This design comes from an exercise in tuning for small area on the open sky130 flow, not from production work.
The RTL was checked by simulation tests, not by an equivalence proof against the original design.
No driver is modelled on the clock port, so clocking that relies on it looks cheaper here than on a real chip.
No activity file was given, so power comes from the tool's default toggle rates.

==> inputs of 04-14 <==
==> flow/design.v <==
`timescale 1ns / 1ps
module UDP_Packet_Sender(
    clk,rst,
    SRC_PORT,
    DST_PORT,
    DST_MAC,
    Dst_IP,Local_IP,
    StartUDPSend,
    UserDaPacketLen,
    UserDaFifoRd,
    UserDaFifoDout,
    Mac_tx_data,
    Mac_tx_mod,
    Mac_tx_sop,
    Mac_tx_eop,
    Mac_tx_wren,
    Mac_tx_rdy);
input               clk,rst;
input       [15:0]  SRC_PORT,DST_PORT;
input       [47:0]  DST_MAC;
input       [31:0]  Dst_IP,Local_IP;
input               StartUDPSend;
input       [15:0]  UserDaPacketLen;
output              UserDaFifoRd;
input       [31:0]  UserDaFifoDout;
output      [31:0]  Mac_tx_data;
output      [1:0]   Mac_tx_mod;
output              Mac_tx_sop;
output              Mac_tx_eop;
output              Mac_tx_wren;
input               Mac_tx_rdy;
localparam [3:0] INIT  = 4'd0;
localparam [3:0] SP1   = 4'd1;
localparam [3:0] SP2   = 4'd2;
localparam [3:0] SP3   = 4'd3;
localparam [3:0] SP4   = 4'd4;
localparam [3:0] SP5   = 4'd5;
localparam [3:0] SP6   = 4'd6;
localparam [3:0] SP7   = 4'd7;
localparam [3:0] SP8   = 4'd8;
localparam [3:0] SP9   = 4'd9;
localparam [3:0] SP10A = 4'd10;   
localparam [3:0] SP10B = 4'd11;   
localparam [3:0] SPN2  = 4'd12;   
localparam [3:0] SPN1  = 4'd13;   
localparam [3:0] DONE  = 4'd14;   
localparam [15:0] CKS_K = 16'h0512;
reg  [3:0]  state;
reg         rdy_q;               
reg  [15:0] IP_IDENTIFICATION;
reg  [15:0] acc;
reg         acc_c;
reg  [31:0] dreg;
wire rdy   = Mac_tx_rdy;
wire s_idle = (state == INIT) | (state == DONE);
wire s_1    = (state == SP1);
wire s_2    = (state == SP2);
wire s_3    = (state == SP3);
wire s_4    = (state == SP4);
wire s_5    = (state == SP5);
wire s_6    = (state == SP6);
wire s_7    = (state == SP7);
wire s_8    = (state == SP8);
wire s_9    = (state == SP9);
wire s_10   = (state == SP10A) | (state == SP10B);
wire s_n    = (state == SPN2) | (state == SPN1);
wire s_ck   = s_1 | s_2 | s_3 | s_4 | s_5 | s_6;    
wire s_ld   = s_7 | s_8;                           
wire s_pay  = s_9 | s_10 | s_n;                    
wire go     = s_idle & StartUDPSend & rdy;
genvar gi;
wire        len_k = ~s_10;
wire [15:0] len_sum;
wire [16:0] l_c;
assign len_sum[1:0] = UserDaPacketLen[1:0];
assign len_sum[2]   = UserDaPacketLen[2] ^ len_k;
assign l_c[3]       = UserDaPacketLen[2] & len_k;
assign len_sum[3]   = ~(UserDaPacketLen[3] ^ l_c[3]);
assign l_c[4]       = UserDaPacketLen[3] | l_c[3];
assign len_sum[4]   = UserDaPacketLen[4] ^ len_k ^ l_c[4];
assign l_c[5]       = (UserDaPacketLen[4] & len_k) | (l_c[4] & (UserDaPacketLen[4] ^ len_k));
generate
    for (gi = 5; gi < 16; gi = gi + 1) begin : g_len
        assign len_sum[gi] = UserDaPacketLen[gi] ^ l_c[gi];
        assign l_c[gi+1]   = UserDaPacketLen[gi] & l_c[gi];
    end
endgenerate
wire [15:0] udp_length      = len_sum;
wire [15:0] ip_total_length = len_sum;
wire len_wrap = (&UserDaPacketLen[15:5]) & (|UserDaPacketLen[4:2]);    
wire s_dec  = rdy_q & (s_10 | s_n);             
wire [15:0] add_a =
      ({16{s_ck | s_pay}} & acc)
    | ({16{s_idle}}       & 16'h052d)
    | ({16{s_ld}}         & 16'hffff);         
wire [15:0] add_x =
      ({16{s_idle | s_ld}} & UserDaPacketLen)
    | ({16{s_1 & rdy_q}}   & IP_IDENTIFICATION)
    | ({16{s_2 & rdy_q}}   & Local_IP[31:16])
    | ({16{s_3 & rdy_q}}   & Local_IP[15:0])
    | ({16{s_4 & rdy_q}}   & Dst_IP[31:16])
    | ({16{s_5 & rdy_q}}   & Dst_IP[15:0])
    | {{14{s_pay}}, {2{s_pay & ~s_dec}}};
wire        add_ci = (s_ck & acc_c) | (s_pay & ~s_dec) | (s_idle & ~len_wrap);
wire [15:0] add_sum;
wire [15:0] a_g = add_a & add_x;
wire [15:0] a_p = add_a ^ add_x;
wire [16:0] a_c;
wire [3:0]  b_g, b_p;
assign a_c[0] = add_ci;
generate
    for (gi = 0; gi < 4; gi = gi + 1) begin : g_blk
        assign b_g[gi] = a_g[4*gi+3] | (a_p[4*gi+3] & a_g[4*gi+2]) | (a_p[4*gi+3] & a_p[4*gi+2] & a_g[4*gi+1])
                       | (a_p[4*gi+3] & a_p[4*gi+2] & a_p[4*gi+1] & a_g[4*gi]);
        assign b_p[gi] = &a_p[4*gi+3:4*gi];
        assign a_c[4*gi+4] = b_g[gi] | (b_p[gi] & a_c[4*gi]);
        assign a_c[4*gi+1] = a_g[4*gi]   | (a_p[4*gi]   & a_c[4*gi]);
        assign a_c[4*gi+2] = a_g[4*gi+1] | (a_p[4*gi+1] & a_c[4*gi+1]);
        assign a_c[4*gi+3] = a_g[4*gi+2] | (a_p[4*gi+2] & a_c[4*gi+2]);
    end
endgenerate
assign add_sum = a_p ^ a_c[15:0];
wire acc_c_next = a_c[16] ^ s_ld ^ (s_pay & ~acc_c);
wire more       = ~acc_c & (~s_dec | (|acc[15:2]));    
always @(posedge clk)
    {acc_c, acc} <= {acc_c_next, add_sum};
wire [15:0] id_inc;
wire [16:0] i_c;
assign i_c[0] = go;
generate
    for (gi = 0; gi < 16; gi = gi + 1) begin : g_id
        assign id_inc[gi] = IP_IDENTIFICATION[gi] ^ i_c[gi];
        assign i_c[gi+1]  = IP_IDENTIFICATION[gi] & i_c[gi];
    end
endgenerate
reg [3:0] next_state;
always @(*) begin
    next_state = state;
    case (state)
        INIT, DONE: next_state = go ? SP1 : INIT;
        SP1:   if (rdy) next_state = SP2;
        SP2:   if (rdy) next_state = SP3;
        SP3:   if (rdy) next_state = SP4;
        SP4:   if (rdy) next_state = SP5;
        SP5:   if (rdy) next_state = SP6;
        SP6:   if (rdy) next_state = SP7;
        SP7:   if (rdy) next_state = SP8;
        SP8:   if (rdy) next_state = SP9;
        SP9:   if (rdy) next_state = more ? SP10B : SP10A;
        SP10A: next_state = rdy ? DONE : SP10B;
        SP10B: if (rdy) next_state = more ? SPN2 : SPN1;
        SPN2:  if (rdy) next_state = more ? SPN2 : SPN1;
        SPN1:  if (rdy) next_state = DONE;
        default: next_state = INIT;
    endcase
end
always @(posedge clk or posedge rst)
    if (rst) begin
        state             <= INIT;
        IP_IDENTIFICATION <= 16'h0;
    end else begin
        state             <= next_state;
        IP_IDENTIFICATION <= id_inc;
    end
always @(posedge clk)
    rdy_q <= rdy;
wire s_dl = s_n & rdy_q;
wire s_dh = s_n & ~rdy_q;
wire [31:0] next_word =
      ({32{s_idle}} & {16'h0000, DST_MAC[47:32]})
    | ({32{s_1}}    & DST_MAC[31:0])
    | ({32{s_2}}    & (48'h5c_63_bf_41_6c_6a >> 16))
    | ({32{s_3}}    & {16'h6c6a, 16'h0800})
    | ({32{s_4}}    & {4'h4, 4'h5, 8'h0, ip_total_length})
    | ({32{s_5}}    & {IP_IDENTIFICATION, 3'h2, 13'h0})
    | ({32{s_6}}    & {8'h80, 8'h11, 16'h0000})
    | ({32{s_7}}    & Local_IP)
    | ({32{s_8}}    & Dst_IP)
    | ({32{s_9}}    & {SRC_PORT, DST_PORT})
    | ({32{s_10}}   & {udp_length, 16'h0000})
    | ({32{s_dl}}   & UserDaFifoDout)
    | ({32{s_dh}}   & dreg);
always @(posedge clk)
    dreg <= next_word;
assign Mac_tx_data  = {dreg[31:16], s_7 ? ~acc : dreg[15:0]};
assign Mac_tx_wren  = (state == DONE) | (rdy_q & (state != INIT));
assign UserDaFifoRd = rdy_q & ((state == SP10B) | (state == SPN2));
assign Mac_tx_sop   = s_1;
assign Mac_tx_eop   = (state == DONE);
assign Mac_tx_mod   = (state == DONE) ? {UserDaPacketLen[1] ^ UserDaPacketLen[0], UserDaPacketLen[0]} : 2'b00;
endmodule
==> flow/flow/run.sh <==
#!/bin/bash
# The standard layout (standard.sh), with three changes to how it is made:
#  * synthesis maps logic with an area-oriented ABC script (synth_area.tcl,
#    abc_area.script); everything else in it is the standard synthesis;
#  * every port is still buffered, with the smallest buffer (buf_1);
#  * CTS builds the clock tree from clkbuf_4 without dummy loads.
set -euo pipefail
F=$PWD/flow
export FLOW_ABC_SCRIPT=$F/abc_area.script
export BUFFER_PORTS_ARGS="-buffer_cell sky130_fd_sc_hd__buf_1"
export CTS_ARGS="-sink_clustering_enable -repair_clock_nets -dont_use_dummy_load -buf_list sky130_fd_sc_hd__clkbuf_4 -sink_clustering_size 8"
bash standard.sh SYNTH_SCRIPT=$F/synth_area.tcl finish > standard_make.log 2>&1
==> flow/flow/abc_area.script <==
strash
&get -n
&fraig -x
&put
scorr
dc2
strash
&get -n
&dch -f
&nf -R 1000
&put
==> flow/flow/synth_area.tcl <==
proc synth {args} { yosys synth -nofsm -noshare {*}$args }
# Same as the standard synthesis, except that the technology mapping
# (abc) uses an area-oriented script instead of ORFS's speed script.
proc abc {args} {
  set i [lsearch -exact $args -script]
  if {$i >= 0} { set args [lreplace $args [expr {$i + 1}] [expr {$i + 1}] $::env(FLOW_ABC_SCRIPT)] }
  yosys abc {*}$args
}
source $::env(SCRIPTS_DIR)/synth.tcl
# left out here: clear keep_hierarchy, flatten, clean up, hide names made inside functions, write 1_2_yosys.v
==> flow/standard.sh <==
#!/bin/bash
# synth_recipe.tcl (not shown) runs the flow's synth.tcl, then flattens the netlist and writes it again
# the make line also repeats each setting of config.mk as NAME=value (left out here)
make -C /OpenROAD-flow-scripts/flow DESIGN_CONFIG=/design/flow/config.mk WORK_HOME=/design/flow/orfs CLKGATE_MAP_FILE= SYNTH_SCRIPT=/design/flow/synth_recipe.tcl "${@:-finish}"
==> flow/config.mk <==
export PLATFORM = sky130hd
export DESIGN_NAME = UDP_Packet_Sender
export DESIGN_NICKNAME = UDP_Packet_Sender
export VERILOG_FILES = /design/flow/design.v
export SDC_FILE = /design/flow/constraint.sdc
export NUM_CORES = 4
export LEC_CHECK = 0
export CAP_MARGIN = 20
export CORE_MARGIN = 2
export CORE_UTILIZATION = 40
export PLACE_DENSITY = 0.6
export SLEW_MARGIN = 20
==> flow/constraint.sdc <==
create_clock -name core_clock -period 6.0 [get_ports {clk}]
set_input_delay 1.2000 -clock core_clock [delete_from_list [all_inputs] [get_ports {clk}]]
set_output_delay 1.2000 -clock core_clock [all_outputs]
set_load 0.01 [all_outputs]
==> 04-10: changes against 04-14 <==
==> flow/flow/run.sh (replaced) <==
#!/bin/bash
# The standard layout (standard.sh), with these changes to how it is made:
#  * synthesis maps logic with an area-oriented ABC script (synth_area.tcl,
#    abc_area.script); everything else in it is the standard synthesis;
#  * every port is still buffered, with the smallest buffer (buf_1);
#  * CTS builds the clock tree from clkbuf_4 without dummy loads; after CTS,
#    leaf buffers driving more than 8 clock pins become clkbuf_8
#    (clk_resize.tcl), then the standard flow continues to the end.
set -euo pipefail
F=$PWD/flow
export FLOW_ABC_SCRIPT=$F/abc_area.script
export BUFFER_PORTS_ARGS="-buffer_cell sky130_fd_sc_hd__buf_1"
export CTS_ARGS="-sink_clustering_enable -repair_clock_nets -dont_use_dummy_load -buf_list sky130_fd_sc_hd__clkbuf_4"
bash standard.sh SYNTH_SCRIPT=$F/synth_area.tcl cts > standard_make_cts.log 2>&1
R=$PWD/orfs/results/sky130hd/UDP_Packet_Sender/base
LIB_FILE=$FLOW_HOME/platforms/sky130hd/lib/sky130_fd_sc_hd__tt_025C_1v80.lib ODB_IN=$R/4_cts.odb SDC_IN=$R/4_cts.sdc \
  openroad -no_init -exit $F/clk_resize.tcl > clk_resize.log 2>&1
bash standard.sh SYNTH_SCRIPT=$F/synth_area.tcl finish > standard_make.log 2>&1
==> flow/flow/clk_resize.tcl (new file) <==
# After CTS: a clkbuf_4 that drives more than 8 flip-flop clock pins is
# swapped for a clkbuf_8 (same tree, stronger leaf), then placement is legalized.
read_liberty $::env(LIB_FILE)
read_db $::env(ODB_IN)
read_sdc $::env(SDC_IN)
set n 0
foreach inst [[ord::get_db_block] getInsts] {
  if {[[$inst getMaster] getName] ne "sky130_fd_sc_hd__clkbuf_4"} { continue }
  foreach it [$inst getITerms] {
    if {![$it isOutputSignal]} { continue }
    set sinks [expr {[llength [[$it getNet] getITerms]] - 1}]
    if {$sinks > 8} {
      replace_cell [get_cells [$inst getName]] sky130_fd_sc_hd__clkbuf_8
      incr n
    }
  }
}
puts "clk_resize: $n leaf buffers upsized"
detailed_placement
check_placement -verbose
write_db $::env(ODB_IN)
- CORE_UTILIZATION: 40 -> 60
- PLACE_DENSITY: 0.6 -> 0.8
==> summary of the runs <==
- Clock power: 04-14 is smaller than 04-10 (14%).
- Against 04-10, the fmax of 04-14 is larger by 2.1%.
- In 04-14 the register-to-register slack is better than in 04-10, by 0.11 ns.
- In 04-10 the first-iteration DRC count is higher than in 04-14, by about 17%.
- Synthesized cell count is the same in 04-10 and 04-14.
- In count of clock-buffer cells in the layout, 04-10 and 04-14 do not differ.
- Against 04-14, the utilization of 04-10 is higher by 24 points.
==> figures <==
quantity	04-10	04-14
Worst hold slack across all endpoints	0.479 ns	0.485 ns
Clock power frac	0.078	0.068
FF-to-FF setup slack	0.45 ns	0.56 ns
Arrival @ worst endpoint	5.88 ns	5.78 ns
Maximum frequency from static timing analysis	0.180 GHz	0.184 GHz
Nets	1051	1057
Share of final layout cell area taken by clock buffers and inverters	0.0160	0.0108
Run status	complete, no violations	complete, no violations
Initial core utilization	0.613	0.414
Routed wire length	20.8 mm	21.7 mm
Sw frac	0.501	0.502
Via count of the first global-routing pass	5953	5962
Clk latency of the worst-skew pair	0.45 ns	0.47 ns
Fin Clk Skew	0.0337 ns	0.0252 ns
Buffers excl. clock	252	258

re-timing with driven ports:
The results above use ideal ports. As a check the final layouts listed here were re-extracted and re-timed, cells and wires unchanged.
Step 1: set_driving_cell puts a clkbuf_16 on clk and a buf_2 on each other input, an assumption about the parent block.
Step 2 adds t to the input delays and takes it off the output delays; t is the mean of the earliest and latest rising clock arrival at the registers after step 1. Input paths then give back, and output paths get back, about the clock's delay inside the block.
Slacks: ideal ports / drivers / drivers and shift; pairs: ideal ports / drivers.
run	shift t [ns]	setup slack, ns	latest minus earliest clock arrival (ns)	slew at the worst register clock pin (ns)
04-14	0.493	0.562 / 0.562 / 0.562	0.025 / 0.025	0.12 / 0.12
04-10	0.461	0.450 / 0.450 / 0.450	0.034 / 0.034	0.10 / 0.10
After both steps every run listed still meets setup and hold.
